This design comes from an exercise in tuning for small area, a short achievable clock period and few clock cycles per item on the open sky130 flow, not from production work. The RTL was checked by simulation tests, not by an equivalence proof against the original design. Power and IR drop assume default switching activity.

==> job 2386 <==
==> flow/design.v (excerpt) <==
module distri_sketch_top#(
    parameter               HW  =   5,
                            DW  =   16
    )(
    input                   clk,
    input                   rst,
    input                   insert_i,
    input   [DW-1:0]        insert_id_i,
    input   [DW-1:0]        insert_latency_i,
    input   [DW-1:0]        insert_freq_th_i,
    output                  insert_end_o,
    input                   search_i,
    input   [DW-1:0]        search_id_i,
    input   [DW-1:0]        search_quantile_i,
    output  [DW-1:0]        search_latency_o,
    output                  search_end_o
);
  function [31:0] nextCRC32_D32;
    input [31:0] Data;
    input [31:0] crc;
    reg [31:0] d;
    reg [31:0] c;
    reg [31:0] newcrc;
  begin
    d = Data;
    c = crc;
    newcrc[0] = d[31] ^ d[30] ^ d[29] ^ d[28] ^ d[26] ^ d[25] ^ d[24] ^ d[16] ^ d[12] ^ d[10] ^ d[9] ^ d[6] ^ d[0] ^ c[0] ^ c[6] ^ c[9] ^ c[10] ^ c[12] ^ c[16] ^ c[24] ^ c[25] ^ c[26] ^ c[28] ^ c[29] ^ c[30] ^ c[31];
    newcrc[1] = d[28] ^ d[27] ^ d[24] ^ d[17] ^ d[16] ^ d[13] ^ d[12] ^ d[11] ^ d[9] ^ d[7] ^ d[6] ^ d[1] ^ d[0] ^ c[0] ^ c[1] ^ c[6] ^ c[7] ^ c[9] ^ c[11] ^ c[12] ^ c[13] ^ c[16] ^ c[17] ^ c[24] ^ c[27] ^ c[28];
    newcrc[2] = d[31] ^ d[30] ^ d[26] ^ d[24] ^ d[18] ^ d[17] ^ d[16] ^ d[14] ^ d[13] ^ d[9] ^ d[8] ^ d[7] ^ d[6] ^ d[2] ^ d[1] ^ d[0] ^ c[0] ^ c[1] ^ c[2] ^ c[6] ^ c[7] ^ c[8] ^ c[9] ^ c[13] ^ c[14] ^ c[16] ^ c[17] ^ c[18] ^ c[24] ^ c[26] ^ c[30] ^ c[31];
  ...
make LEC_CHECK=0 ABC_CLOCK_PERIOD_IN_PS=3000 CAP_MARGIN=20 CORE_MARGIN=2 CORE_UTILIZATION=45 PLACE_DENSITY=0.6 SETUP_SLACK_MARGIN=5 SLEW_MARGIN=20 finish   # period 9.5 ns
run.sh (not shown) runs the stock make flow with config.mk's settings and CLKGATE_MAP_FILE= SYNTH_SCRIPT=/design/flow/synth_recipe.tcl, a recipe that flattens the netlist after the stock synthesis.
==> inputs of job 8978, as changes to job 2386 <==
- ABC_CLOCK_PERIOD_IN_PS: 3000 -> unset
- SETUP_SLACK_MARGIN: 5 -> unset
==> flow_summary.ini <==
[status]
status = complete, no violations

[setup_path]
crit_top_cell = nand2_1
crit_slowest_cell = buf_4

[sta]
grt_setup_unrepaired = no

[final_layout]
multi_input_area_share_pct = 26.3

[drt]
routed_wirelength_mm = 421

[global_route]
grtUsageTotal_pct = 22.6

[power]
p_int_w = 0.0357
The numbers above come from job 8978.

==> flow_summary.ini <==
[setup_path]
crit_top_cell = fa_1
crit_slowest_cell = fa_1

[drt]
routed_wirelength_mm = 459

[power]
p_int_w = 0.0377

[status]
status = complete, no violations

[sta]
grt_setup_unrepaired = yes

[final_layout]
fin_util_pct = 53.6
multi_input_area_share_pct = 26.7

[global_route]
grtUsageTotal_pct = 24.4
The numbers above come from job 2386.

Testbench counts of job 2386, summed over its fixed seeds: cycles 6,216, items 3,840.
Testbench counts of job 8978, summed over its fixed seeds: cycles 6,216, items 3,840.

* * *

==> v22 <==
Another version of the RTL of distri_sketch_top (not shown whole).
make LEC_CHECK=0 ABC_CLOCK_PERIOD_IN_PS=3000 CAP_MARGIN=0 CORE_MARGIN=2 CORE_UTILIZATION=55 CTS_CLUSTER_DIAMETER=80 CTS_CLUSTER_SIZE=24 PLACE_DENSITY=0.7 SETUP_SLACK_MARGIN=5 SLEW_MARGIN=0 finish   # period 9.5 ns
==> v16 (differences from v22) <==
--- a/flow/config.mk
+++ b/flow/config.mk
@@ -5,12 +5,13 @@
 export SDC_FILE = /design/flow/constraint.sdc
 export NUM_CORES = 4
 export LEC_CHECK = 0
+export ABC_AREA = 1
 export ABC_CLOCK_PERIOD_IN_PS = 3000
 export CAP_MARGIN = 0
 export CORE_MARGIN = 2
-export CORE_UTILIZATION = 55
+export CORE_UTILIZATION = 65
 export CTS_CLUSTER_DIAMETER = 80
 export CTS_CLUSTER_SIZE = 24
-export PLACE_DENSITY = 0.7
+export PLACE_DENSITY = 0.78
 export SETUP_SLACK_MARGIN = 5
 export SLEW_MARGIN = 0
==> v26 (differences from v22) <==
--- a/flow/config.mk
+++ b/flow/config.mk
@@ -5,12 +5,13 @@
 export SDC_FILE = /design/flow/constraint.sdc
 export NUM_CORES = 4
 export LEC_CHECK = 0
+export ABC_AREA = 1
 export ABC_CLOCK_PERIOD_IN_PS = 3000
 export CAP_MARGIN = 0
 export CORE_MARGIN = 2
 export CORE_UTILIZATION = 55
-export CTS_CLUSTER_DIAMETER = 80
-export CTS_CLUSTER_SIZE = 24
+export CTS_CLUSTER_DIAMETER = 90
+export CTS_CLUSTER_SIZE = 28
 export PLACE_DENSITY = 0.7
 export SETUP_SLACK_MARGIN = 5
 export SLEW_MARGIN = 0
==> notes <==
v26 ran to the end with no violations. v22 completed without violations. v16 ran to the end with no violations.
Clock power: v26 is lower than v16 (6.0%).
Of v22 and v26, v22 has the higher non-clock buffer count (gap 148).
Core utilization: v26 < v22 < v16.
First-iteration DRC count, highest first: v22, v16, v26.
Global-route usage: v26 < v22 < v16.
In v26 the routed wire length is lower than in v22, by about 12%.
In combinational power, v26 and v16 hardly differ.
==> figures <==
metric	v26	v16	v22
Run status	no timing/DRC/antenna violations	no timing/DRC/antenna violations	no timing/DRC/antenna violations
Post-synthesis net count	14300	14300	12000
Worst setup path startpoint	a3b[2]$_DFF_P_	a3a[4]$_DFF_P_	r2B[2]$_DFF_P_
Maximum buffer depth of the clock tree	4	3	4
Global Route met1 Usage	48.3%	56.8%	51.3%
Fraction of standard cell area in multi-input logic	25.6%	25.6%	27.5%
Most common cell after layout, fill and taps aside	sky130_fd_sc_hd__nand2_1	sky130_fd_sc_hd__nand2_1	sky130_fd_sc_hd__edfxtp_1
Global-route track usage on met3	9.50%	11.6%	10.7%
Synth Instances	13800	13800	11500
Switch share	34.9%	34.8%	33.1%
Max Clock Skew	0.0614 ns	0.0786 ns	0.0738 ns
Number of signal-net inverters in the final layout	1251	1253	261
Cell with the largest stage delay on the worst path	sky130_fd_sc_hd__nor2_2	sky130_fd_sc_hd__clkinv_2	sky130_fd_sc_hd__dfxtp_4
Worst reg2reg path depth	13	20	20
Post-synthesis mux area share	0.171%	0.171%	0.524%
Testbench counts of v22, summed over its fixed seeds: cycles 5,058, items 3,840.
Testbench counts of v16, summed over its fixed seeds: cycles 5,058, items 3,840.
Testbench counts of v26, summed over its fixed seeds: cycles 5,058, items 3,840.

## static timing again, ports no longer ideal
In the flow no input, the clock included, has a driving cell. The finished layouts below were timed again as built, in two steps. Step 1 sets driving cells, clkbuf_16 on the clock port and buf_2 on the other inputs (assumed; they add their load-dependent delay and slew). Step 2, shift: input delay + t, output delay - t, t = (earliest + latest rising clock arrival at the registers) / 2. This alone moves slack from input paths to output paths. Three values: ideal, step 1, step 2; two values: the first two.
run	t (ns)	slack for setup (ns)	worst hold slack (ns)	worst setup path at the end	pins driven straight from the clock port
job 2386	1.076	4.657 / 4.657 / 4.657	0.338 / 0.338 / 0.338	register to register	1
job 8978	1.046	2.080 / 2.080 / 2.080	0.333 / 0.333 / 0.333	register to register	1
v22	1.052	4.648 / 4.648 / 3.717	0.334 / 0.334 / 0.334	input to register	1
v16	1.011	5.040 / 5.040 / 4.143	0.333 / 0.333 / 0.333	input to register	1
v26	1.019	4.912 / 4.912 / 4.123	0.314 / 0.314 / 0.314	input to register	1
After both steps every run listed still meets setup and hold. For v22, which loses most, drivers alone change the setup slack by 0.000 ns; drivers and shift together by -0.931 ns.
